Background: an optimization exercise with open tools, aiming at small area and a short achievable clock period. Do not read the settings as production practice.
Only the layout flow was run in this run; the RTL was not checked for function there.
Power figures rest on the tool's default switching activity, not on a simulated workload.

[design/flow/flow/run.sh]
#!/bin/bash
# Standard layout (the standard.sh, unchanged synthesis) with two changes:
#  - the port buffers are buf_1 cells rather than the clkdlybuf4s50 delay cells
#    that buffer_ports picks by default (every port still gets its own buffer);
#  - clock tree synthesis runs without dummy loads, with the buffers listed below.
export BUFFER_PORTS_ARGS="-buffer_cell sky130_fd_sc_hd__buf_1"
export CTS_ARGS="-sink_clustering_enable -repair_clock_nets -dont_use_dummy_load -buf_list sky130_fd_sc_hd__clkbuf_16 -sink_clustering_size 30 -sink_clustering_max_diameter 100"
bash standard.sh > standard.log 2>&1
[design/flow/standard.sh]
#!/bin/bash
# synth_recipe.tcl (not shown) runs the flow's synth.tcl, then flattens the netlist and writes it again
# the make line also repeats each setting of config.mk as NAME=value (left out here)
make -C /OpenROAD-flow-scripts/flow DESIGN_CONFIG=/design/flow/config.mk WORK_HOME=/design/flow/orfs CLKGATE_MAP_FILE= SYNTH_SCRIPT=/design/flow/synth_recipe.tcl "${@:-finish}"
[design/flow/config.mk]
export PLATFORM = sky130hd
export DESIGN_NAME = vec_multi_core
export DESIGN_NICKNAME = vec_multi_core
export VERILOG_FILES = /design/flow/design.v
export SDC_FILE = /design/flow/constraint.sdc
export NUM_CORES = 4
export LEC_CHECK = 0
export CAP_MARGIN = 20
export CORE_MARGIN = 2
export CORE_UTILIZATION = 40
export SETUP_SLACK_MARGIN = 0.8
export SLEW_MARGIN = 20
export SYNTH_HIERARCHICAL = 1
[design/flow/constraint.sdc]
create_clock -name core_clock -period 3.0 [get_ports {clk}]
set_input_delay 0.6000 -clock core_clock [delete_from_list [all_inputs] [get_ports {clk}]]
set_output_delay 0.6000 -clock core_clock [all_outputs]
set_load 0.01 [all_outputs]
[design/flow/design.v]
`timescale 1ns / 1ps
module vec_multi_core #(
    parameter int LEN = 32,
    parameter int DATA_WIDTH = 8
) (
    input logic clk,
    input logic rst_n,
    input logic i_data_valid,
    input logic i_load_weight,
    input logic [LEN*DATA_WIDTH-1:0] i_data,
    input logic [2*LEN-1:0] i_weight,
    output logic o_data_ready,
    output logic signed [31:0] o_result
);
  logic [LEN-1:0] wp, wn;
  logic wv;
  always_ff @(posedge clk) begin
    if (i_load_weight) begin
      for (int i = 0; i < LEN; i++) begin
        wp[i] <= i_weight[2*i+1] & ~i_weight[2*i];
        wn[i] <= ~i_weight[2*i+1] & ~i_weight[2*i];
      end
    end
  end
  always_ff @(posedge clk or negedge rst_n) begin
    if (!rst_n) wv <= 1'b0;
    else if (i_load_weight) wv <= 1'b1;
  end
  logic [LEN*DATA_WIDTH-1:0] zq;
  always_comb begin
    for (int i = 0; i < LEN; i++) begin
      for (int j = 0; j < DATA_WIDTH; j++) begin
        if (j == DATA_WIDTH - 1) zq[8*i+j] = i_data[8*i+j] ? wp[i] : wn[i];
        else zq[8*i+j] = ~(i_data[8*i+j] ? wp[i] : wn[i]);
      end
    end
  end
  logic [91:0] r1;
  logic [36:0] r2;
  logic [23:0] r3;
  logic s1;
  logic c2;
  logic s3;
  logic c4;
  logic s5;
  logic c6;
  logic s7;
  logic c8;
  logic s9;
  logic c10;
  logic s11;
  logic c12;
  logic s13;
  logic c14;
  logic s15;
  logic c16;
  logic s17;
  logic c18;
  logic s19;
  logic c20;
  logic i21;
  logic s22;
  logic c23;
  logic s24;
  logic c25;
  logic s26;
  logic c27;
  logic s28;
  logic c29;
  logic s30;
  logic c31;
  logic s32;
  logic c33;
  logic s34;
  logic c35;
  logic s36;
  logic c37;
  logic s38;
  logic c39;
  logic s40;
  logic c41;
  logic s42;
  logic c43;
  logic s44;
  logic c45;
  logic s46;
  logic c47;
  logic s48;
  logic c49;
  logic s50;
  logic c51;
  logic s52;
  logic c53;
  logic s54;
  logic c55;
  logic i56;
  logic s57;
  logic c58;
  logic s59;
  logic c60;
  logic s61;
  logic c62;
  logic s63;
  logic c64;
  logic s65;
  logic c66;
  logic s67;
  logic c68;
  logic s69;
  logic c70;
  logic s71;
  logic c72;
  logic s73;
  logic c74;
  logic s75;
  logic c76;
  logic s77;
  logic c78;
  logic s79;
  logic c80;
  logic s81;
  logic c82;
  logic i83;
  logic s84;
  logic c85;
  logic s86;
  logic c87;
  logic s88;
  logic c89;
  logic s90;
  logic c91;
  logic s92;
  logic c93;
  logic s94;
  logic c95;
  logic s96;
  logic c97;
  logic s98;
  logic c99;
  logic s100;
  logic c101;
  logic s102;
  logic c103;
  logic i104;
  logic s105;
  logic c106;
  logic s107;
  logic c108;
  logic s109;
  logic c110;
  logic s111;
  logic c112;
  logic s113;
  logic c114;
  logic s115;
  logic c116;
  logic s117;
  logic c118;
  logic s119;
  logic c120;
  logic s121;
  logic c122;
  logic s123;
  logic c124;
  logic s125;
  logic c126;
  logic s127;
  logic c128;
  logic s129;
  logic c130;
  logic s131;
  logic c132;
  logic s133;
  logic c134;
  logic s135;
  logic c136;
  logic s137;
  logic c138;
  logic s139;
  logic c140;
  logic s141;
  logic c142;
  logic s143;
  logic c144;
  logic s145;
  logic c146;
  logic s147;
  logic c148;
  logic s149;
  logic c150;
  logic s151;
  logic c152;
  logic s153;
  logic c154;
  logic s155;
  logic c156;
  logic s157;
  logic c158;
  logic s159;
  logic c160;
  logic s161;
  logic c162;
  logic s163;
  logic c164;
  logic s165;
  logic c166;
  logic s167;
  logic c168;
  logic s169;
  logic c170;
  logic s171;
  logic c172;
  logic s173;
  logic c174;
  logic s175;
  logic c176;
  logic s177;
  logic c178;
  logic s179;
  logic c180;
  logic s181;
  logic c182;
  logic s183;
  logic c184;
  logic s185;
  logic c186;
  logic s187;
  logic c188;
  logic s189;
  logic c190;
  logic s191;
  logic c192;
  logic s193;
  logic c194;
  logic s195;
  logic c196;
  logic s197;
  logic c198;
  logic s199;
  logic c200;
  logic s201;
  logic c202;
  logic s203;
  logic c204;
  logic s205;
  logic c206;
  logic s207;
  logic c208;
  logic s209;
  logic c210;
  logic s211;
  logic c212;
  logic s213;
  logic c214;
  logic s215;
  logic c216;
  logic s217;
  logic c218;
  logic s219;
  logic c220;
  logic s221;
  logic c222;
  logic s223;
  logic c224;
  logic s225;
  logic c226;
  logic s227;
  logic c228;
  logic s229;
  logic c230;
  logic s231;
  logic c232;
  logic s233;
  logic c234;
  logic s235;
  logic c236;
  logic s237;
  logic c238;
  logic s239;
  logic c240;
  logic s241;
  logic c242;
  logic s243;
  logic c244;
  logic s245;
  logic c246;
  logic s247;
  logic c248;
  logic s249;
  logic c250;
  logic s251;
  logic c252;
  logic s253;
  logic c254;
  logic s255;
  logic c256;
  logic s257;
  logic c258;
  logic s259;
  logic c260;
  logic s261;
  logic c262;
  logic s263;
  logic c264;
  logic s265;
  logic c266;
  logic s267;
  logic c268;
  logic s269;
  logic c270;
  logic s271;
  logic c272;
  logic s273;
  logic c274;
  logic s275;
  logic c276;
  logic s277;
  logic c278;
  logic s279;
  logic c280;
  logic s281;
  logic c282;
  logic s283;
  logic c284;
  logic s285;
  logic c286;
  logic s287;
  logic c288;
  logic s289;
  logic c290;
  logic s291;
  logic c292;
  logic s293;
  logic c294;
  logic s295;
  logic c296;
  logic s297;
  logic c298;
  logic s299;
  logic c300;
  logic s301;
  logic c302;
  logic s303;
  logic c304;
  logic s305;
  logic c306;
  logic s307;
  logic c308;
  logic s309;
  logic c310;
  logic s311;
  logic c312;
  logic s313;
  logic c314;
  logic s315;
  logic c316;
  logic s317;
  logic c318;
  logic s319;
  logic c320;
  logic s321;
  logic c322;
  logic s323;
  logic c324;
  logic s325;
  logic c326;
  logic s327;
  logic c328;
  logic s329;
  logic c330;
  logic s331;
  logic c332;
  logic s333;
  logic c334;
  logic s335;
  logic c336;
  logic s337;
  logic c338;
  logic s339;
  logic c340;
  logic s341;
  logic c342;
  logic s343;
  logic c344;
  logic s345;
  logic c346;
  logic s347;
  logic c348;
  logic s349;
  logic c350;
  logic s351;
  logic c352;
  logic s353;
  logic c354;
  logic s355;
  logic c356;
  logic s357;
  logic c358;
  logic s359;
  logic c360;
  logic s361;
  logic c362;
  logic s363;
  logic c364;
  logic s365;
  logic c366;
  logic s367;
  logic c368;
  logic s369;
  logic c370;
  logic s371;
  logic c372;
  logic s373;
  logic c374;
  logic s375;
  logic c376;
  logic s377;
  logic c378;
  logic s379;
  logic c380;
  logic s381;
  logic c382;
  logic s383;
  logic c384;
  logic s385;
  logic c386;
  logic s387;
  logic c388;
  logic s389;
  logic c390;
  logic s391;
  logic c392;
  logic s393;
  logic c394;
  logic s395;
  logic c396;
  logic i397;
  logic s398;
  logic c399;
  logic s400;
  logic c401;
  logic s402;
  logic c403;
  logic s404;
  logic c405;
  logic s406;
  logic c407;
  logic i408;
  logic s409;
  logic c410;
  logic s411;
  logic c412;
  logic s413;
  logic c414;
  logic s415;
  logic c416;
  logic s417;
  logic c418;
  logic i419;
  logic s420;
  logic c421;
  logic s422;
  logic c423;
  logic i424;
  logic s425;
  logic c426;
  logic s427;
  logic c428;
  logic s429;
  logic c430;
  logic s431;
  logic c432;
  logic i433;
  logic s434;
  logic c435;
  logic s436;
  logic c437;
  logic s438;
  logic c439;
  logic s440;
  logic c441;
  logic s442;
  logic c443;
  logic s444;
  logic c445;
  logic s446;
  logic c447;
  logic s448;
  logic c449;
  logic s450;
  logic c451;
  logic s452;
  logic c453;
  logic i454;
  logic s455;
  logic c456;
  logic s457;
  logic c458;
  logic s459;
  logic c460;
  logic s461;
  logic c462;
  logic s463;
  logic c464;
  logic s465;
  logic c466;
  logic s467;
  logic c468;
  logic s469;
  logic c470;
  logic s471;
  logic c472;
  logic s473;
  logic c474;
  logic s475;
  logic c476;
  logic s477;
  logic c478;
  logic s479;
  logic c480;
  logic s481;
  logic c482;
  logic s483;
  logic c484;
  logic s485;
  logic c486;
  logic s487;
  logic c488;
  logic s489;
  logic c490;
  logic s491;
  logic c492;
  logic s493;
  logic c494;
  logic s495;
  logic c496;
  logic s497;
  logic c498;
  logic s499;
  logic c500;
  logic s501;
  logic c502;
  logic s503;
  logic c504;
  logic s505;
  logic c506;
  logic s507;
  logic c508;
  logic s509;
  logic c510;
  logic s511;
  logic c512;
  logic s513;
  logic c514;
  logic s515;
  logic c516;
  logic s517;
  logic c518;
  logic s519;
  logic c520;
  logic s521;
  logic c522;
  logic i523;
  logic s524;
  logic c525;
  logic s526;
  logic c527;
  logic s528;
  logic c529;
  logic s530;
  logic c531;
  logic s532;
  logic c533;
  logic s534;
  logic c535;
  logic s536;
  logic c537;
  logic s538;
  logic c539;
  logic s540;
  logic c541;
  logic s542;
  logic c543;
  logic s544;
  logic c545;
  logic s546;
  logic c547;
  logic s548;
  logic c549;
  logic s550;
  logic c551;
  logic s552;
  logic c553;
  logic s554;
  logic c555;
  logic s556;
  logic c557;
  logic s558;
  logic c559;
  vmc_fa u_s1 (.a(wn[0]), .b(wn[1]), .c(wn[2]), .s(s1), .co(c2));
  vmc_fa u_s3 (.a(wn[3]), .b(wn[4]), .c(wn[5]), .s(s3), .co(c4));
  vmc_fa u_s5 (.a(wn[6]), .b(wn[7]), .c(wn[8]), .s(s5), .co(c6));
  vmc_fa u_s7 (.a(wn[9]), .b(wn[10]), .c(wn[11]), .s(s7), .co(c8));
  vmc_fa u_s9 (.a(wn[12]), .b(wn[13]), .c(wn[14]), .s(s9), .co(c10));
  vmc_fa u_s11 (.a(wn[15]), .b(wn[16]), .c(wn[17]), .s(s11), .co(c12));
  vmc_fa u_s13 (.a(wn[18]), .b(wn[19]), .c(wn[20]), .s(s13), .co(c14));
  vmc_fa u_s15 (.a(wn[21]), .b(wn[22]), .c(wn[23]), .s(s15), .co(c16));
  vmc_fa u_s17 (.a(wn[24]), .b(wn[25]), .c(wn[26]), .s(s17), .co(c18));
  vmc_fa u_s19 (.a(wn[27]), .b(wn[28]), .c(wn[29]), .s(s19), .co(c20));
  assign i21 = ~zq[0];
  vmc_fa u_s22 (.a(wn[30]), .b(wn[31]), .c(i21), .s(s22), .co(c23));
  vmc_fa u_s24 (.a(zq[8]), .b(zq[16]), .c(zq[24]), .s(s24), .co(c25));
  vmc_fa u_s26 (.a(zq[32]), .b(zq[40]), .c(zq[48]), .s(s26), .co(c27));
  vmc_fa u_s28 (.a(zq[56]), .b(zq[64]), .c(zq[72]), .s(s28), .co(c29));
  vmc_fa u_s30 (.a(zq[80]), .b(zq[88]), .c(zq[96]), .s(s30), .co(c31));
  vmc_fa u_s32 (.a(zq[104]), .b(zq[112]), .c(zq[120]), .s(s32), .co(c33));
  vmc_fa u_s34 (.a(zq[128]), .b(zq[136]), .c(zq[144]), .s(s34), .co(c35));
  vmc_fa u_s36 (.a(zq[152]), .b(zq[160]), .c(zq[168]), .s(s36), .co(c37));
  vmc_fa u_s38 (.a(zq[176]), .b(zq[184]), .c(zq[192]), .s(s38), .co(c39));
  vmc_fa u_s40 (.a(zq[200]), .b(zq[208]), .c(zq[216]), .s(s40), .co(c41));
  vmc_fa u_s42 (.a(zq[224]), .b(zq[232]), .c(zq[240]), .s(s42), .co(c43));
  vmc_fa u_s44 (.a(s1), .b(s3), .c(s5), .s(s44), .co(c45));
  vmc_fa u_s46 (.a(s7), .b(s9), .c(s11), .s(s46), .co(c47));
  vmc_fa u_s48 (.a(s13), .b(s15), .c(s17), .s(s48), .co(c49));
  vmc_fa u_s50 (.a(zq[248]), .b(s24), .c(s26), .s(s50), .co(c51));
  vmc_fa u_s52 (.a(s28), .b(s30), .c(s32), .s(s52), .co(c53));
  vmc_fa u_s54 (.a(s34), .b(s36), .c(s38), .s(s54), .co(c55));
  assign i56 = ~s19;
  vmc_fa u_s57 (.a(i56), .b(s40), .c(s42), .s(s57), .co(c58));
  vmc_fa u_s59 (.a(s22), .b(s44), .c(s46), .s(s59), .co(c60));
  vmc_fa u_s61 (.a(s50), .b(s52), .c(s54), .s(s61), .co(c62));
  vmc_fa u_s63 (.a(zq[1]), .b(zq[9]), .c(zq[17]), .s(s63), .co(c64));
  vmc_fa u_s65 (.a(zq[25]), .b(zq[33]), .c(zq[41]), .s(s65), .co(c66));
  vmc_fa u_s67 (.a(zq[49]), .b(zq[57]), .c(zq[65]), .s(s67), .co(c68));
  vmc_fa u_s69 (.a(zq[73]), .b(zq[81]), .c(zq[89]), .s(s69), .co(c70));
  vmc_fa u_s71 (.a(zq[97]), .b(zq[105]), .c(zq[113]), .s(s71), .co(c72));
  vmc_fa u_s73 (.a(zq[121]), .b(zq[129]), .c(zq[137]), .s(s73), .co(c74));
  vmc_fa u_s75 (.a(zq[145]), .b(zq[153]), .c(zq[161]), .s(s75), .co(c76));
  vmc_fa u_s77 (.a(zq[169]), .b(zq[177]), .c(zq[185]), .s(s77), .co(c78));
  vmc_fa u_s79 (.a(zq[193]), .b(zq[201]), .c(zq[209]), .s(s79), .co(c80));
  vmc_fa u_s81 (.a(zq[217]), .b(zq[225]), .c(zq[233]), .s(s81), .co(c82));
  assign i83 = ~c2;
  vmc_fa u_s84 (.a(zq[241]), .b(zq[249]), .c(i83), .s(s84), .co(c85));
  vmc_fa u_s86 (.a(c4), .b(c6), .c(c8), .s(s86), .co(c87));
  vmc_fa u_s88 (.a(c10), .b(c12), .c(c14), .s(s88), .co(c89));
  vmc_fa u_s90 (.a(c16), .b(c18), .c(c20), .s(s90), .co(c91));
  vmc_fa u_s92 (.a(c25), .b(c27), .c(c29), .s(s92), .co(c93));
  vmc_fa u_s94 (.a(c31), .b(c33), .c(c35), .s(s94), .co(c95));
  vmc_fa u_s96 (.a(c37), .b(c39), .c(c41), .s(s96), .co(c97));
  vmc_fa u_s98 (.a(c43), .b(s63), .c(s65), .s(s98), .co(c99));
  vmc_fa u_s100 (.a(s67), .b(s69), .c(s71), .s(s100), .co(c101));
  vmc_fa u_s102 (.a(s73), .b(s75), .c(s77), .s(s102), .co(c103));
  assign i104 = ~c23;
  vmc_fa u_s105 (.a(s79), .b(s81), .c(i104), .s(s105), .co(c106));
  vmc_fa u_s107 (.a(c45), .b(c47), .c(c49), .s(s107), .co(c108));
  vmc_fa u_s109 (.a(s86), .b(s88), .c(s90), .s(s109), .co(c110));
  vmc_fa u_s111 (.a(s84), .b(c51), .c(c53), .s(s111), .co(c112));
  vmc_fa u_s113 (.a(c55), .b(c58), .c(s92), .s(s113), .co(c114));
  vmc_fa u_s115 (.a(s94), .b(s96), .c(s98), .s(s115), .co(c116));
  vmc_fa u_s117 (.a(zq[2]), .b(zq[10]), .c(zq[18]), .s(s117), .co(c118));
  vmc_fa u_s119 (.a(zq[26]), .b(zq[34]), .c(zq[42]), .s(s119), .co(c120));
  vmc_fa u_s121 (.a(zq[50]), .b(zq[58]), .c(zq[66]), .s(s121), .co(c122));
  vmc_fa u_s123 (.a(zq[74]), .b(zq[82]), .c(zq[90]), .s(s123), .co(c124));
  vmc_fa u_s125 (.a(zq[98]), .b(zq[106]), .c(zq[114]), .s(s125), .co(c126));
  vmc_fa u_s127 (.a(zq[122]), .b(zq[130]), .c(zq[138]), .s(s127), .co(c128));
  vmc_fa u_s129 (.a(zq[146]), .b(zq[154]), .c(zq[162]), .s(s129), .co(c130));
  vmc_fa u_s131 (.a(zq[170]), .b(zq[178]), .c(zq[186]), .s(s131), .co(c132));
  vmc_fa u_s133 (.a(zq[194]), .b(zq[202]), .c(zq[210]), .s(s133), .co(c134));
  vmc_fa u_s135 (.a(zq[218]), .b(zq[226]), .c(zq[234]), .s(s135), .co(c136));
  vmc_fa u_s137 (.a(zq[242]), .b(zq[250]), .c(c64), .s(s137), .co(c138));
  vmc_fa u_s139 (.a(c66), .b(c68), .c(c70), .s(s139), .co(c140));
  vmc_fa u_s141 (.a(c72), .b(c74), .c(c76), .s(s141), .co(c142));
  vmc_fa u_s143 (.a(c78), .b(c80), .c(c82), .s(s143), .co(c144));
  vmc_fa u_s145 (.a(s117), .b(s119), .c(s121), .s(s145), .co(c146));
  vmc_fa u_s147 (.a(s123), .b(s125), .c(s127), .s(s147), .co(c148));
  vmc_fa u_s149 (.a(s129), .b(s131), .c(s133), .s(s149), .co(c150));
  vmc_fa u_s151 (.a(c87), .b(c89), .c(c91), .s(s151), .co(c152));
  vmc_fa u_s153 (.a(s135), .b(c85), .c(c93), .s(s153), .co(c154));
  vmc_fa u_s155 (.a(c95), .b(c97), .c(c99), .s(s155), .co(c156));
  vmc_fa u_s157 (.a(c101), .b(c103), .c(s137), .s(s157), .co(c158));
  vmc_fa u_s159 (.a(s139), .b(s141), .c(s143), .s(s159), .co(c160));
  vmc_fa u_s161 (.a(s145), .b(s147), .c(s149), .s(s161), .co(c162));
  vmc_fa u_s163 (.a(zq[3]), .b(zq[11]), .c(zq[19]), .s(s163), .co(c164));
  vmc_fa u_s165 (.a(zq[27]), .b(zq[35]), .c(zq[43]), .s(s165), .co(c166));
  vmc_fa u_s167 (.a(zq[51]), .b(zq[59]), .c(zq[67]), .s(s167), .co(c168));
  vmc_fa u_s169 (.a(zq[75]), .b(zq[83]), .c(zq[91]), .s(s169), .co(c170));
  vmc_fa u_s171 (.a(zq[99]), .b(zq[107]), .c(zq[115]), .s(s171), .co(c172));
  vmc_fa u_s173 (.a(zq[123]), .b(zq[131]), .c(zq[139]), .s(s173), .co(c174));
  vmc_fa u_s175 (.a(zq[147]), .b(zq[155]), .c(zq[163]), .s(s175), .co(c176));
  vmc_fa u_s177 (.a(zq[171]), .b(zq[179]), .c(zq[187]), .s(s177), .co(c178));
  vmc_fa u_s179 (.a(zq[195]), .b(zq[203]), .c(zq[211]), .s(s179), .co(c180));
  vmc_fa u_s181 (.a(zq[219]), .b(zq[227]), .c(zq[235]), .s(s181), .co(c182));
  vmc_fa u_s183 (.a(zq[243]), .b(zq[251]), .c(c118), .s(s183), .co(c184));
  vmc_fa u_s185 (.a(c120), .b(c122), .c(c124), .s(s185), .co(c186));
  vmc_fa u_s187 (.a(c126), .b(c128), .c(c130), .s(s187), .co(c188));
  vmc_fa u_s189 (.a(c132), .b(c134), .c(c136), .s(s189), .co(c190));
  vmc_fa u_s191 (.a(s163), .b(s165), .c(s167), .s(s191), .co(c192));
  vmc_fa u_s193 (.a(s169), .b(s171), .c(s173), .s(s193), .co(c194));
  vmc_fa u_s195 (.a(s175), .b(s177), .c(s179), .s(s195), .co(c196));
  vmc_fa u_s197 (.a(s181), .b(c138), .c(c140), .s(s197), .co(c198));
  vmc_fa u_s199 (.a(c142), .b(c144), .c(c146), .s(s199), .co(c200));
  vmc_fa u_s201 (.a(c148), .b(c150), .c(s183), .s(s201), .co(c202));
  vmc_fa u_s203 (.a(s185), .b(s187), .c(s189), .s(s203), .co(c204));
  vmc_fa u_s205 (.a(s191), .b(s193), .c(s195), .s(s205), .co(c206));
  vmc_fa u_s207 (.a(zq[4]), .b(zq[12]), .c(zq[20]), .s(s207), .co(c208));
  vmc_fa u_s209 (.a(zq[28]), .b(zq[36]), .c(zq[44]), .s(s209), .co(c210));
  vmc_fa u_s211 (.a(zq[52]), .b(zq[60]), .c(zq[68]), .s(s211), .co(c212));
  vmc_fa u_s213 (.a(zq[76]), .b(zq[84]), .c(zq[92]), .s(s213), .co(c214));
  vmc_fa u_s215 (.a(zq[100]), .b(zq[108]), .c(zq[116]), .s(s215), .co(c216));
  vmc_fa u_s217 (.a(zq[124]), .b(zq[132]), .c(zq[140]), .s(s217), .co(c218));
  vmc_fa u_s219 (.a(zq[148]), .b(zq[156]), .c(zq[164]), .s(s219), .co(c220));
  vmc_fa u_s221 (.a(zq[172]), .b(zq[180]), .c(zq[188]), .s(s221), .co(c222));
  vmc_fa u_s223 (.a(zq[196]), .b(zq[204]), .c(zq[212]), .s(s223), .co(c224));
  vmc_fa u_s225 (.a(zq[220]), .b(zq[228]), .c(zq[236]), .s(s225), .co(c226));
  vmc_fa u_s227 (.a(zq[244]), .b(zq[252]), .c(c164), .s(s227), .co(c228));
  vmc_fa u_s229 (.a(c166), .b(c168), .c(c170), .s(s229), .co(c230));
  vmc_fa u_s231 (.a(c172), .b(c174), .c(c176), .s(s231), .co(c232));
  vmc_fa u_s233 (.a(c178), .b(c180), .c(c182), .s(s233), .co(c234));
  vmc_fa u_s235 (.a(s207), .b(s209), .c(s211), .s(s235), .co(c236));
  vmc_fa u_s237 (.a(s213), .b(s215), .c(s217), .s(s237), .co(c238));
  vmc_fa u_s239 (.a(s219), .b(s221), .c(s223), .s(s239), .co(c240));
  vmc_fa u_s241 (.a(s225), .b(c184), .c(c186), .s(s241), .co(c242));
  vmc_fa u_s243 (.a(c188), .b(c190), .c(c192), .s(s243), .co(c244));
  vmc_fa u_s245 (.a(c194), .b(c196), .c(s227), .s(s245), .co(c246));
  vmc_fa u_s247 (.a(s229), .b(s231), .c(s233), .s(s247), .co(c248));
  vmc_fa u_s249 (.a(s235), .b(s237), .c(s239), .s(s249), .co(c250));
  vmc_fa u_s251 (.a(zq[5]), .b(zq[13]), .c(zq[21]), .s(s251), .co(c252));
  vmc_fa u_s253 (.a(zq[29]), .b(zq[37]), .c(zq[45]), .s(s253), .co(c254));
  vmc_fa u_s255 (.a(zq[53]), .b(zq[61]), .c(zq[69]), .s(s255), .co(c256));
  vmc_fa u_s257 (.a(zq[77]), .b(zq[85]), .c(zq[93]), .s(s257), .co(c258));
  vmc_fa u_s259 (.a(zq[101]), .b(zq[109]), .c(zq[117]), .s(s259), .co(c260));
  vmc_fa u_s261 (.a(zq[125]), .b(zq[133]), .c(zq[141]), .s(s261), .co(c262));
  vmc_fa u_s263 (.a(zq[149]), .b(zq[157]), .c(zq[165]), .s(s263), .co(c264));
  vmc_fa u_s265 (.a(zq[173]), .b(zq[181]), .c(zq[189]), .s(s265), .co(c266));
  vmc_fa u_s267 (.a(zq[197]), .b(zq[205]), .c(zq[213]), .s(s267), .co(c268));
  vmc_fa u_s269 (.a(zq[221]), .b(zq[229]), .c(zq[237]), .s(s269), .co(c270));
  vmc_fa u_s271 (.a(zq[245]), .b(zq[253]), .c(c208), .s(s271), .co(c272));
  vmc_fa u_s273 (.a(c210), .b(c212), .c(c214), .s(s273), .co(c274));
  vmc_fa u_s275 (.a(c216), .b(c218), .c(c220), .s(s275), .co(c276));
  vmc_fa u_s277 (.a(c222), .b(c224), .c(c226), .s(s277), .co(c278));
  vmc_fa u_s279 (.a(s251), .b(s253), .c(s255), .s(s279), .co(c280));
  vmc_fa u_s281 (.a(s257), .b(s259), .c(s261), .s(s281), .co(c282));
  vmc_fa u_s283 (.a(s263), .b(s265), .c(s267), .s(s283), .co(c284));
  vmc_fa u_s285 (.a(s269), .b(c228), .c(c230), .s(s285), .co(c286));
  vmc_fa u_s287 (.a(c232), .b(c234), .c(c236), .s(s287), .co(c288));
  vmc_fa u_s289 (.a(c238), .b(c240), .c(s271), .s(s289), .co(c290));
  vmc_fa u_s291 (.a(s273), .b(s275), .c(s277), .s(s291), .co(c292));
  vmc_fa u_s293 (.a(s279), .b(s281), .c(s283), .s(s293), .co(c294));
  vmc_fa u_s295 (.a(zq[6]), .b(zq[14]), .c(zq[22]), .s(s295), .co(c296));
  vmc_fa u_s297 (.a(zq[30]), .b(zq[38]), .c(zq[46]), .s(s297), .co(c298));
  vmc_fa u_s299 (.a(zq[54]), .b(zq[62]), .c(zq[70]), .s(s299), .co(c300));
  vmc_fa u_s301 (.a(zq[78]), .b(zq[86]), .c(zq[94]), .s(s301), .co(c302));
  vmc_fa u_s303 (.a(zq[102]), .b(zq[110]), .c(zq[118]), .s(s303), .co(c304));
  vmc_fa u_s305 (.a(zq[126]), .b(zq[134]), .c(zq[142]), .s(s305), .co(c306));
  vmc_fa u_s307 (.a(zq[150]), .b(zq[158]), .c(zq[166]), .s(s307), .co(c308));
  vmc_fa u_s309 (.a(zq[174]), .b(zq[182]), .c(zq[190]), .s(s309), .co(c310));
  vmc_fa u_s311 (.a(zq[198]), .b(zq[206]), .c(zq[214]), .s(s311), .co(c312));
  vmc_fa u_s313 (.a(zq[222]), .b(zq[230]), .c(zq[238]), .s(s313), .co(c314));
  vmc_fa u_s315 (.a(zq[246]), .b(zq[254]), .c(c252), .s(s315), .co(c316));
  vmc_fa u_s317 (.a(c254), .b(c256), .c(c258), .s(s317), .co(c318));
  vmc_fa u_s319 (.a(c260), .b(c262), .c(c264), .s(s319), .co(c320));
  vmc_fa u_s321 (.a(c266), .b(c268), .c(c270), .s(s321), .co(c322));
  vmc_fa u_s323 (.a(s295), .b(s297), .c(s299), .s(s323), .co(c324));
  vmc_fa u_s325 (.a(s301), .b(s303), .c(s305), .s(s325), .co(c326));
  vmc_fa u_s327 (.a(s307), .b(s309), .c(s311), .s(s327), .co(c328));
  vmc_fa u_s329 (.a(s313), .b(c272), .c(c274), .s(s329), .co(c330));
  vmc_fa u_s331 (.a(c276), .b(c278), .c(c280), .s(s331), .co(c332));
  vmc_fa u_s333 (.a(c282), .b(c284), .c(s315), .s(s333), .co(c334));
  vmc_fa u_s335 (.a(s317), .b(s319), .c(s321), .s(s335), .co(c336));
  vmc_fa u_s337 (.a(s323), .b(s325), .c(s327), .s(s337), .co(c338));
  vmc_fa u_s339 (.a(zq[7]), .b(zq[15]), .c(zq[23]), .s(s339), .co(c340));
  vmc_fa u_s341 (.a(zq[31]), .b(zq[39]), .c(zq[47]), .s(s341), .co(c342));
  vmc_fa u_s343 (.a(zq[55]), .b(zq[63]), .c(zq[71]), .s(s343), .co(c344));
  vmc_fa u_s345 (.a(zq[79]), .b(zq[87]), .c(zq[95]), .s(s345), .co(c346));
  vmc_fa u_s347 (.a(zq[103]), .b(zq[111]), .c(zq[119]), .s(s347), .co(c348));
  vmc_fa u_s349 (.a(zq[127]), .b(zq[135]), .c(zq[143]), .s(s349), .co(c350));
  vmc_fa u_s351 (.a(zq[151]), .b(zq[159]), .c(zq[167]), .s(s351), .co(c352));
  vmc_fa u_s353 (.a(zq[175]), .b(zq[183]), .c(zq[191]), .s(s353), .co(c354));
  vmc_fa u_s355 (.a(zq[199]), .b(zq[207]), .c(zq[215]), .s(s355), .co(c356));
  vmc_fa u_s357 (.a(zq[223]), .b(zq[231]), .c(zq[239]), .s(s357), .co(c358));
  vmc_fa u_s359 (.a(zq[247]), .b(zq[255]), .c(c296), .s(s359), .co(c360));
  vmc_fa u_s361 (.a(c298), .b(c300), .c(c302), .s(s361), .co(c362));
  vmc_fa u_s363 (.a(c304), .b(c306), .c(c308), .s(s363), .co(c364));
  vmc_fa u_s365 (.a(c310), .b(c312), .c(c314), .s(s365), .co(c366));
  vmc_fa u_s367 (.a(s339), .b(s341), .c(s343), .s(s367), .co(c368));
  vmc_fa u_s369 (.a(s345), .b(s347), .c(s349), .s(s369), .co(c370));
  vmc_fa u_s371 (.a(s351), .b(s353), .c(s355), .s(s371), .co(c372));
  vmc_fa u_s373 (.a(s357), .b(c316), .c(c318), .s(s373), .co(c374));
  vmc_fa u_s375 (.a(c320), .b(c322), .c(c324), .s(s375), .co(c376));
  vmc_fa u_s377 (.a(c326), .b(c328), .c(s359), .s(s377), .co(c378));
  vmc_fa u_s379 (.a(s361), .b(s363), .c(s365), .s(s379), .co(c380));
  vmc_fa u_s381 (.a(s367), .b(s369), .c(s371), .s(s381), .co(c382));
  vmc_fa u_s383 (.a(c340), .b(c342), .c(c344), .s(s383), .co(c384));
  vmc_fa u_s385 (.a(c346), .b(c348), .c(c350), .s(s385), .co(c386));
  vmc_fa u_s387 (.a(c352), .b(c354), .c(c356), .s(s387), .co(c388));
  vmc_fa u_s389 (.a(c358), .b(c360), .c(c362), .s(s389), .co(c390));
  vmc_fa u_s391 (.a(c364), .b(c366), .c(c368), .s(s391), .co(c392));
  vmc_fa u_s393 (.a(c370), .b(c372), .c(s383), .s(s393), .co(c394));
  vmc_fa u_s395 (.a(c384), .b(c386), .c(c388), .s(s395), .co(c396));
  assign i397 = ~r1[1];
  vmc_fa u_s398 (.a(r1[0]), .b(i397), .c(r1[2]), .s(s398), .co(c399));
  vmc_fa u_s400 (.a(r1[4]), .b(r1[5]), .c(r1[6]), .s(s400), .co(c401));
  vmc_fa u_s402 (.a(r1[7]), .b(r1[8]), .c(r1[9]), .s(s402), .co(c403));
  vmc_fa u_s404 (.a(r1[10]), .b(r1[11]), .c(r1[12]), .s(s404), .co(c405));
  vmc_fa u_s406 (.a(r1[13]), .b(s400), .c(s404), .s(s406), .co(c407));
  assign i408 = ~s406;
  vmc_fa u_s409 (.a(s402), .b(c399), .c(i408), .s(s409), .co(c410));
  vmc_fa u_s411 (.a(r1[15]), .b(r1[16]), .c(r1[17]), .s(s411), .co(c412));
  vmc_fa u_s413 (.a(r1[14]), .b(r1[18]), .c(r1[19]), .s(s413), .co(c414));
  vmc_fa u_s415 (.a(r1[20]), .b(r1[21]), .c(r1[22]), .s(s415), .co(c416));
  vmc_fa u_s417 (.a(r1[23]), .b(r1[24]), .c(r1[25]), .s(s417), .co(c418));
  assign i419 = ~c403;
  vmc_fa u_s420 (.a(c401), .b(i419), .c(c405), .s(s420), .co(c421));
  vmc_fa u_s422 (.a(s413), .b(s415), .c(s417), .s(s422), .co(c423));
  assign i424 = ~s411;
  vmc_fa u_s425 (.a(i424), .b(c407), .c(s422), .s(s425), .co(c426));
  vmc_fa u_s427 (.a(r1[27]), .b(r1[28]), .c(r1[29]), .s(s427), .co(c428));
  vmc_fa u_s429 (.a(r1[30]), .b(r1[31]), .c(r1[32]), .s(s429), .co(c430));
  vmc_fa u_s431 (.a(r1[33]), .b(r1[34]), .c(r1[35]), .s(s431), .co(c432));
  assign i433 = ~r1[36];
  vmc_fa u_s434 (.a(r1[26]), .b(i433), .c(c412), .s(s434), .co(c435));
  vmc_fa u_s436 (.a(c414), .b(c416), .c(c418), .s(s436), .co(c437));
  vmc_fa u_s438 (.a(s427), .b(s429), .c(s431), .s(s438), .co(c439));
  vmc_fa u_s440 (.a(c423), .b(s436), .c(s438), .s(s440), .co(c441));
  vmc_fa u_s442 (.a(r1[37]), .b(r1[38]), .c(r1[39]), .s(s442), .co(c443));
  vmc_fa u_s444 (.a(r1[40]), .b(r1[41]), .c(r1[42]), .s(s444), .co(c445));
  vmc_fa u_s446 (.a(r1[43]), .b(r1[44]), .c(r1[45]), .s(s446), .co(c447));
  vmc_fa u_s448 (.a(r1[46]), .b(c428), .c(c430), .s(s448), .co(c449));
  vmc_fa u_s450 (.a(c432), .b(s442), .c(s444), .s(s450), .co(c451));
  vmc_fa u_s452 (.a(s446), .b(c437), .c(c439), .s(s452), .co(c453));
  assign i454 = ~c435;
  vmc_fa u_s455 (.a(i454), .b(s448), .c(s450), .s(s455), .co(c456));
  vmc_fa u_s457 (.a(r1[47]), .b(r1[48]), .c(r1[49]), .s(s457), .co(c458));
  vmc_fa u_s459 (.a(r1[50]), .b(r1[51]), .c(r1[52]), .s(s459), .co(c460));
  vmc_fa u_s461 (.a(r1[53]), .b(r1[54]), .c(r1[55]), .s(s461), .co(c462));
  vmc_fa u_s463 (.a(r1[56]), .b(c443), .c(c445), .s(s463), .co(c464));
  vmc_fa u_s465 (.a(c447), .b(s457), .c(s459), .s(s465), .co(c466));
  vmc_fa u_s467 (.a(s461), .b(c449), .c(c451), .s(s467), .co(c468));
  vmc_fa u_s469 (.a(r1[57]), .b(r1[58]), .c(r1[59]), .s(s469), .co(c470));
  vmc_fa u_s471 (.a(r1[60]), .b(r1[61]), .c(r1[62]), .s(s471), .co(c472));
  vmc_fa u_s473 (.a(r1[63]), .b(r1[64]), .c(r1[65]), .s(s473), .co(c474));
  vmc_fa u_s475 (.a(r1[66]), .b(c458), .c(c460), .s(s475), .co(c476));
  vmc_fa u_s477 (.a(c462), .b(s469), .c(s471), .s(s477), .co(c478));
  vmc_fa u_s479 (.a(s473), .b(c464), .c(c466), .s(s479), .co(c480));
  vmc_fa u_s481 (.a(r1[67]), .b(r1[68]), .c(r1[69]), .s(s481), .co(c482));
  vmc_fa u_s483 (.a(r1[70]), .b(r1[71]), .c(r1[72]), .s(s483), .co(c484));
  vmc_fa u_s485 (.a(r1[73]), .b(r1[74]), .c(r1[75]), .s(s485), .co(c486));
  vmc_fa u_s487 (.a(r1[76]), .b(c470), .c(c472), .s(s487), .co(c488));
  vmc_fa u_s489 (.a(c474), .b(s481), .c(s483), .s(s489), .co(c490));
  vmc_fa u_s491 (.a(s485), .b(c476), .c(c478), .s(s491), .co(c492));
  vmc_fa u_s493 (.a(r1[77]), .b(r1[78]), .c(r1[79]), .s(s493), .co(c494));
  vmc_fa u_s495 (.a(r1[80]), .b(r1[81]), .c(r1[82]), .s(s495), .co(c496));
  vmc_fa u_s497 (.a(r1[83]), .b(r1[84]), .c(r1[85]), .s(s497), .co(c498));
  vmc_fa u_s499 (.a(r1[86]), .b(c482), .c(c484), .s(s499), .co(c500));
  vmc_fa u_s501 (.a(c486), .b(s493), .c(s495), .s(s501), .co(c502));
  vmc_fa u_s503 (.a(s497), .b(c488), .c(c490), .s(s503), .co(c504));
  vmc_fa u_s505 (.a(r1[87]), .b(r1[88]), .c(r1[89]), .s(s505), .co(c506));
  vmc_fa u_s507 (.a(r1[90]), .b(c494), .c(c496), .s(s507), .co(c508));
  vmc_fa u_s509 (.a(c498), .b(s505), .c(c500), .s(s509), .co(c510));
  vmc_fa u_s511 (.a(r1[91]), .b(c506), .c(c508), .s(s511), .co(c512));
  assign s513 = ~(r2[13] ^ r2[14]);
  assign c514 = r2[13] | r2[14];
  assign s515 = ~(r2[18] ^ r2[19]);
  assign c516 = r2[18] | r2[19];
  assign s517 = ~(r2[22] ^ r2[23]);
  assign c518 = r2[22] | r2[23];
  assign s519 = ~(r2[26] ^ r2[27]);
  assign c520 = r2[26] | r2[27];
  assign s521 = ~(r2[30] ^ r2[31]);
  assign c522 = r2[30] | r2[31];
  assign i523 = ~r2[6];
  assign s524 = ~(i523 ^ r2[7]);
  assign c525 = i523 | r2[7];
  assign s526 = ~(r2[10] ^ r2[11]);
  assign c527 = r2[10] | r2[11];
  vmc_fa u_s528 (.a(r2[15]), .b(r2[16]), .c(r2[17]), .s(s528), .co(c529));
  vmc_fa u_s530 (.a(r2[20]), .b(r2[21]), .c(s515), .s(s530), .co(c531));
  vmc_fa u_s532 (.a(r2[24]), .b(r2[25]), .c(s517), .s(s532), .co(c533));
  vmc_fa u_s534 (.a(r2[28]), .b(r2[29]), .c(s519), .s(s534), .co(c535));
  vmc_fa u_s536 (.a(r2[32]), .b(r2[33]), .c(s521), .s(s536), .co(c537));
  assign s538 = ~(r2[34] ^ r2[35]);
  assign c539 = r2[34] | r2[35];
  assign s540 = ~(r2[3] ^ r2[4]);
  assign c541 = r2[3] | r2[4];
  vmc_fa u_s542 (.a(r2[8]), .b(r2[9]), .c(s524), .s(s542), .co(c543));
  vmc_fa u_s544 (.a(r2[12]), .b(s526), .c(c525), .s(s544), .co(c545));
  vmc_fa u_s546 (.a(s513), .b(c527), .c(s528), .s(s546), .co(c547));
  vmc_fa u_s548 (.a(c514), .b(c529), .c(s530), .s(s548), .co(c549));
  vmc_fa u_s550 (.a(c516), .b(s532), .c(c531), .s(s550), .co(c551));
  vmc_fa u_s552 (.a(c518), .b(s534), .c(c533), .s(s552), .co(c553));
  vmc_fa u_s554 (.a(c520), .b(s536), .c(c535), .s(s554), .co(c555));
  vmc_fa u_s556 (.a(c522), .b(s538), .c(c537), .s(s556), .co(c557));
  assign s558 = ~(r2[36] ^ c539);
  assign c559 = r2[36] | c539;
  logic [4:1] vld;
  logic [4:1] wvp;
  always_ff @(posedge clk or negedge rst_n) begin
    if (!rst_n) vld <= '0;
    else vld <= {vld[3:1], i_data_valid};
  end
  always_ff @(posedge clk) begin
    wvp <= {wvp[3:1], wv};
  end
  always_ff @(posedge clk) begin
      r1[0] <= s48;
      r1[1] <= s57;
      r1[2] <= s59;
      r1[3] <= s61;
      r1[4] <= s100;
      r1[5] <= s102;
      r1[6] <= s105;
      r1[7] <= c60;
      r1[8] <= s107;
      r1[9] <= s109;
      r1[10] <= c62;
      r1[11] <= s111;
      r1[12] <= s113;
      r1[13] <= s115;
      r1[14] <= c106;
      r1[15] <= c108;
      r1[16] <= c110;
      r1[17] <= s151;
      r1[18] <= c112;
      r1[19] <= c114;
      r1[20] <= c116;
      r1[21] <= s153;
      r1[22] <= s155;
      r1[23] <= s157;
      r1[24] <= s159;
      r1[25] <= s161;
      r1[26] <= c152;
      r1[27] <= c154;
      r1[28] <= c156;
      r1[29] <= c158;
      r1[30] <= c160;
      r1[31] <= c162;
      r1[32] <= s197;
      r1[33] <= s199;
      r1[34] <= s201;
      r1[35] <= s203;
      r1[36] <= s205;
      r1[37] <= c198;
      r1[38] <= c200;
      r1[39] <= c202;
      r1[40] <= c204;
      r1[41] <= c206;
      r1[42] <= s241;
      r1[43] <= s243;
      r1[44] <= s245;
      r1[45] <= s247;
      r1[46] <= s249;
      r1[47] <= c242;
      r1[48] <= c244;
      r1[49] <= c246;
      r1[50] <= c248;
      r1[51] <= c250;
      r1[52] <= s285;
      r1[53] <= s287;
      r1[54] <= s289;
      r1[55] <= s291;
      r1[56] <= s293;
      r1[57] <= c286;
      r1[58] <= c288;
      r1[59] <= c290;
      r1[60] <= c292;
      r1[61] <= c294;
      r1[62] <= s329;
      r1[63] <= s331;
      r1[64] <= s333;
      r1[65] <= s335;
      r1[66] <= s337;
      r1[67] <= c330;
      r1[68] <= c332;
      r1[69] <= c334;
      r1[70] <= c336;
      r1[71] <= c338;
      r1[72] <= s373;
      r1[73] <= s375;
      r1[74] <= s377;
      r1[75] <= s379;
      r1[76] <= s381;
      r1[77] <= s385;
      r1[78] <= s387;
      r1[79] <= c374;
      r1[80] <= c376;
      r1[81] <= c378;
      r1[82] <= c380;
      r1[83] <= c382;
      r1[84] <= s389;
      r1[85] <= s391;
      r1[86] <= s393;
      r1[87] <= c390;
      r1[88] <= c392;
      r1[89] <= c394;
      r1[90] <= s395;
      r1[91] <= c396;
  end
  always_ff @(posedge clk) begin
      r2[0] <= r1[3];
      r2[1] <= s398;
      r2[2] <= s409;
      r2[3] <= s420;
      r2[4] <= s425;
      r2[5] <= c410;
      r2[6] <= s434;
      r2[7] <= c421;
      r2[8] <= c426;
      r2[9] <= s440;
      r2[10] <= c441;
      r2[11] <= s452;
      r2[12] <= s455;
      r2[13] <= s463;
      r2[14] <= s465;
      r2[15] <= c453;
      r2[16] <= s467;
      r2[17] <= c456;
      r2[18] <= s475;
      r2[19] <= s477;
      r2[20] <= c468;
      r2[21] <= s479;
      r2[22] <= s487;
      r2[23] <= s489;
      r2[24] <= c480;
      r2[25] <= s491;
      r2[26] <= s499;
      r2[27] <= s501;
      r2[28] <= c492;
      r2[29] <= s503;
      r2[30] <= c502;
      r2[31] <= s507;
      r2[32] <= c504;
      r2[33] <= s509;
      r2[34] <= c510;
      r2[35] <= s511;
      r2[36] <= c512;
  end
  always_ff @(posedge clk) begin
      r3[0] <= r2[0];
      r3[1] <= r2[1];
      r3[2] <= r2[2];
      r3[3] <= r2[5];
      r3[4] <= s540;
      r3[5] <= s542;
      r3[6] <= c541;
      r3[7] <= s544;
      r3[8] <= c543;
      r3[9] <= s546;
      r3[10] <= c545;
      r3[11] <= s548;
      r3[12] <= c547;
      r3[13] <= s550;
      r3[14] <= c549;
      r3[15] <= s552;
      r3[16] <= c551;
      r3[17] <= s554;
      r3[18] <= c553;
      r3[19] <= s556;
      r3[20] <= c555;
      r3[21] <= s558;
      r3[22] <= c557;
      r3[23] <= c559;
  end
  logic [13:0] fa, fb, sum, res;
  assign fa = {1'b1, 1'b1, ~r3[21], ~r3[19], ~r3[17], ~r3[15], ~r3[13], ~r3[11], ~r3[9], ~r3[7], ~r3[5], r3[3], r3[2], ~r3[0]};
  assign fb = {1'b0, ~r3[23], ~r3[22], ~r3[20], ~r3[18], ~r3[16], ~r3[14], ~r3[12], ~r3[10], ~r3[8], ~r3[6], ~r3[4], 1'b0, r3[1]};
  assign sum = fa + fb;
  always_ff @(posedge clk) res <= wvp[3] ? sum : '0;
  assign o_result = {{18{res[13]}}, res};
  assign o_data_ready = vld[4];
endmodule
module vmc_fa (
    input  logic a,
    input  logic b,
    input  logic c,
    output logic s,
    output logic co
);
  assign s  = a ^ b ^ c;
  assign co = (a & b) | (a & c) | (b & c);
endmodule
module vmc_ha (
    input  logic a,
    input  logic b,
    output logic s,
    output logic co
);
  assign s  = a ^ b;
  assign co = a & b;
endmodule
==> run notes <==
==> cell families after synthesis <==
group	Yosys count	synth area share, %
AOI/OAI and AO/OA	24	1.16
xor gates and xnor gates	6	0.353
adders and majority gates	286	37.3
buffers and inverters	116	3.38
DFF	239	36.6
muxes	258	17.6
and+or+nand+nor	102	3.56
==> worst register-to-register path, cell delays in order, from the launching register on <==
cell and delay (ps):
sky130_fd_sc_hd__edfxtp_1 580, sky130_fd_sc_hd__mux2i_2 330, sky130_fd_sc_hd__fa_1 520, sky130_fd_sc_hd__fa_2 610
sky130_fd_sc_hd__fa_2 420
==> report_power, final <==
group          internal (W)  total, W  leakage, nW  switching (W)
Clock              0.000784   0.00183        0.160        0.00105
Combinational       0.00433   0.00921         5.06        0.00489
Sequential          0.00485   0.00553         2.11       0.000682
==> cell usage in the layout (no fill, tap or decap), types with 24 or more instances in the layout <==
| cell type | instances |
|---|---|
| sky130_fd_sc_hd__buf_1 | 355 |
| sky130_fd_sc_hd__dfxtp_1 | 170 |
| sky130_fd_sc_hd__fa_1 | 134 |
| sky130_fd_sc_hd__fa_2 | 130 |
| sky130_fd_sc_hd__mux2i_1 | 126 |
| sky130_fd_sc_hd__buf_4 | 91 |
| sky130_fd_sc_hd__mux2i_2 | 75 |
| sky130_fd_sc_hd__inv_1 | 67 |
| sky130_fd_sc_hd__edfxtp_1 | 64 |
| sky130_fd_sc_hd__nor2_1 | 42 |
| sky130_fd_sc_hd__nor2b_1 | 32 |
| sky130_fd_sc_hd__buf_6 | 29 |
| sky130_fd_sc_hd__mux2i_4 | 24 |
==> layout make-up <==
cell class                 count  area share (%)
timing repair buffer         482            12.7
tap                          468            3.09
multi-input combinational    676            52.2
inverter                      67            1.33
antenna                        5          0.0661
clock buffer                  13            1.72
sequential                   239            28.8
==> per-layer routing <==
layer	wire (µm)	up-vias	GRT usage [%]
met1	18500	4806	29.9
met2	23600	287	43.0
met5	12	-	0
met3	2170	69	3.58
li1	-	4284	-
met4	1610	2	7.21
==> flip-flops by register name (all words and copies together) (netlist names) <==
signal  cells
wv          1
r1         92
wp         32
res        14
vld         4
wn         32
r2         37
r3         24
wvp         3
==> metrics by stage <==
stage               hold WS, ps  util, %  worst slack, ps  total power [W]  instances
detailed placement          312     46.8              206           0.0146       1820
finish                      226     51.7              432           0.0166       1950
floorplan                   304        -              508           0.0112       1031
global placement            311     46.8              216           0.0143       1820
global route                218     51.7              405           0.0182       1948
CTS                         217     50.4              468           0.0167       1930
==> per-module statistics from Yosys, one instance, submodules excluded <==
module	flip-flops and latches	cells inside	cell area (µm²)
vmc_fa	0	1	20.0
vec_multi_core	239	767	9610
==> worst max-delay path by stage <==
stage                                end  slack (ps)  depth (start not counted)             start
after floorplan           r1[76]$_DFF_P_         510                          4       i_data[215]
after global placement    r1[25]$_DFF_P_         220                          5       i_data[146]
after detailed placement  r1[76]$_DFF_P_         210                          5       i_data[215]
after CTS                 r1[56]$_DFF_P_         470                          5  wn[19]$_DFFE_PP_
after global routing      r1[36]$_DFF_P_         410                          5  wn[25]$_DFFE_PP_
final                     r1[25]$_DFF_P_         430                          4   wp[7]$_DFFE_PP_
==> timing repair <==
| item | 4_1_cts | 5_1_grt |
|---|---|---|
| pin swaps | 28 | 42 |
| resized for setup | 71 | 80 |
| setup endpoints to repair | 82 | 81 |
| endpoints found under the hold margin | 5 | 0 |
| setup buffers | 96 | 15 |
| hold buffers | 1 | 0 |
==> run notes <==
# TYPE chip_impl_metric gauge
chip_impl_info{name="cp_top_family",value="adder cells"} 1
chip_impl_metric{name="timing.critical_path.arrival",unit="ps"} 2950
chip_impl_metric{name="relative_slew_slack",unit="%"} 53.3
chip_impl_metric{name="area_used_by_multi_input_combinational_logic",unit="µm²"} 9890
chip_impl_info{name="rsz0062_at_grt",value="true"} 1
chip_impl_metric{name="max-cap-violations",unit=""} 0
chip_impl_metric{name="grt_antenna_before_repair",unit=""} 4
chip_impl_info{name="netlist_top_cells_area",value="sky130_fd_sc_hd__fa_1 (35%), sky130_fd_sc_hd__dfxtp_1 (23%), sky130_fd_sc_hd__mux2i_1 (15%)"} 1
chip_impl_info{name="yosys_most_used_dff",value="sky130_fd_sc_hd__dfxtp_1"} 1
chip_impl_info{name="hold_path.class",value="in -> reg"} 1
chip_impl_metric{name="ys_seq_elements",unit=""} 239
chip_impl_metric{name="maximum_ir_drop_on_the_vdd_rail",unit="µV"} 526
chip_impl_metric{name="detail_route.wl_per_cell",unit="µm"} 23.5
chip_impl_metric{name="detailedRoute.firstPassIterationCount",unit=""} 5
chip_impl_metric{name="cts_htree_levels",unit=""} 1
chip_impl_metric{name="die-area",unit="µm²"} 38800
chip_impl_metric{name="timing.critical_path.required",unit="ps"} 3380
chip_impl_metric{name="post_synth_num_cell_types",unit=""} 40
chip_impl_metric{name="cts.path.max_buffers",unit=""} 3
chip_impl_metric{name="effective_utilization_at_floorplan",unit="%"} 40.7
chip_impl_metric{name="hold_viol",unit=""} 0
chip_impl_metric{name="synth.cell_area",unit="µm²"} 14900
chip_impl_metric{name="first_pass_grt_wire_length",unit="µm"} 65700
chip_impl_metric{name="skew",unit="ps"} 49.2
chip_impl_metric{name="globalRouteOverflowTotal",unit=""} 0
chip_impl_metric{name="floorplan.core_area",unit="µm²"} 36600
chip_impl_metric{name="grt_usage",unit="%"} 23.9
chip_impl_metric{name="report.final.slew_viol_count",unit=""} 0
chip_impl_metric{name="postSynthAreaPerCell",unit="µm²"} 14.4
chip_impl_metric{name="worst-path-max-fanout",unit=""} 8
chip_impl_metric{name="yosys_warnings",unit=""} 7
chip_impl_metric{name="regToRegSetupSlack",unit="ps"} 430
chip_impl_info{name="setup.worst_path.start_class",value="flop"} 1
chip_impl_metric{name="min_period_over_period",unit="%"} 85.6
chip_impl_metric{name="dp_hpwl",unit="µm"} 38500
chip_impl_info{name="crit_chain",value="mux2i_2 -> fa_1 -> fa_2 -> fa_2"} 1
chip_impl_metric{name="netlist_instances",unit=""} 1031
chip_impl_info{name="crit_path_frequent_cell",value="sky130_fd_sc_hd__fa_2"} 1
chip_impl_metric{name="final.setup.tns",unit="ps"} 0
chip_impl_info{name="clockRootBuffer",value="sky130_fd_sc_hd__clkbuf_16"} 1
chip_impl_metric{name="synth_nets",unit=""} 1641
chip_impl_metric{name="placed_cell_area",unit="µm²"} 17100
chip_impl_metric{name="synthToLayoutAreaGrowth",unit="%"} 27.1
chip_impl_metric{name="wl",unit="µm"} 45900
chip_impl_metric{name="grt_max_degree",unit=""} 41
chip_impl_info{name="synthMostInstantiatedCell",value="sky130_fd_sc_hd__fa_1"} 1
chip_impl_metric{name="fraction_of_final_layout_cells_sized_beyond_drive_strength_1",unit="%"} 27.6
chip_impl_metric{name="fin_crit",unit="ps"} 2570
chip_impl_info{name="cp-end-kind",value="flop"} 1
chip_impl_info{name="regToRegStartpoint",value="wp[7]$_DFFE_PP_"} 1
chip_impl_metric{name="synth_async_sr_flop_share",unit="%"} 2.09
chip_impl_metric{name="io_buffer_count",unit=""} 356
chip_impl_metric{name="total_number_of_vias",unit=""} 9448
chip_impl_metric{name="r2r.worst_path.cells",unit=""} 4
chip_impl_info{name="worst_r2r_endpoint",value="r1[25]$_DFF_P_"} 1
chip_impl_metric{name="synth_top_area_share",unit="%"} 35.5
chip_impl_metric{name="worst-slew-pin-transition",unit="ps"} 700
chip_impl_metric{name="cts_inserted_buffers",unit=""} 13
chip_impl_metric{name="number_of_design_rule_violations_left_after_detail_routing",unit=""} 0
chip_impl_metric{name="cts_sinks",unit=""} 239
chip_impl_metric{name="power.density_cell_area",unit="nW/µm²"} 876
chip_impl_metric{name="synth-seq-area-share",unit="%"} 36.6
chip_impl_metric{name="final_report_setup_violation_count",unit=""} 0
chip_impl_metric{name="gp_routability_congestion",unit=""} 0.886
chip_impl_metric{name="number_of_filler_instances_in_the_final_layout",unit=""} 3211
chip_impl_metric{name="boundaryPins",unit=""} 357
chip_impl_metric{name="via_count_of_the_first_global_routing_pass",unit=""} 10600
chip_impl_metric{name="static-leakage-power",unit="nW"} 7.33
chip_impl_info{name="synth.largest_area_cell",value="sky130_fd_sc_hd__fa_1"} 1
chip_impl_metric{name="layout.cell_area.non_filler",unit="µm²"} 18900
chip_impl_metric{name="drt_iter0_markers",unit=""} 460
chip_impl_metric{name="vias_per_cell",unit=""} 4.85
chip_impl_metric{name="clock.fmax",unit="MHz"} 389
chip_impl_info{name="worstSetupPathType",value="reg -> reg"} 1
chip_impl_metric{name="nNetsFinal",unit=""} 2089
chip_impl_metric{name="slowest_delay",unit="ps"} 610
chip_impl_info{name="outcome",value="no timing/DRC/antenna violations"} 1
chip_impl_metric{name="seq_area",unit="µm²"} 5450
chip_impl_info{name="ys_top_cells_by_count",value="sky130_fd_sc_hd__fa_1 (264), sky130_fd_sc_hd__mux2i_1 (225), sky130_fd_sc_hd__dfxtp_1 (170)"} 1
chip_impl_info{name="tritoncts",value="built"} 1
chip_impl_metric{name="fp.dieH",unit="µm"} 197
chip_impl_metric{name="core.rowCount",unit=""} 70
chip_impl_metric{name="clock_insertion_delay_worst_skew",unit="ps"} 490
chip_impl_metric{name="ant_nets",unit=""} 0
chip_impl_info{name="hp-start",value="i_data_valid"} 1
chip_impl_metric{name="fp.dieW",unit="µm"} 197
chip_impl_metric{name="whs_path_depth",unit=""} 1
chip_impl_metric{name="worstPathBufferInverterCount",unit=""} 0
chip_impl_info{name="hold-path-endpoint",value="vld[1]$_DFF_PN0_"} 1
chip_impl_metric{name="clk_pin_slew",unit="ps"} 110
chip_impl_info{name="crit_path_top_delay_cell",value="sky130_fd_sc_hd__fa_2"} 1
chip_impl_metric{name="synth_edf_count",unit=""} 64

## separate check: timing with driven ports
How much do the figures lean on ideal ports? The routed layout below was timed once more, with nothing changed but the port constraints.
Step 1 sets driving cells, clkbuf_16 on the clock port and buf_2 on the other inputs (assumed; they add their load-dependent delay and slew).
Step 2 adds t to the input delays and takes it off the output delays; t is the mean of the earliest and latest rising clock arrival at the registers after step 1. Input paths then give back, and output paths get back, about the clock's delay inside the block.
Three values: ideal ports, drivers, drivers and shift; two values: the first two.
t, ns: 0.529
setup WS [ns]: 0.432 / 0.432 / 0.233
worst data-port slew with drivers (ns): 0.10
After both steps setup and hold are still met in this run. For this run, drivers alone change the setup slack by 0.000 ns; drivers and shift together by -0.199 ns.
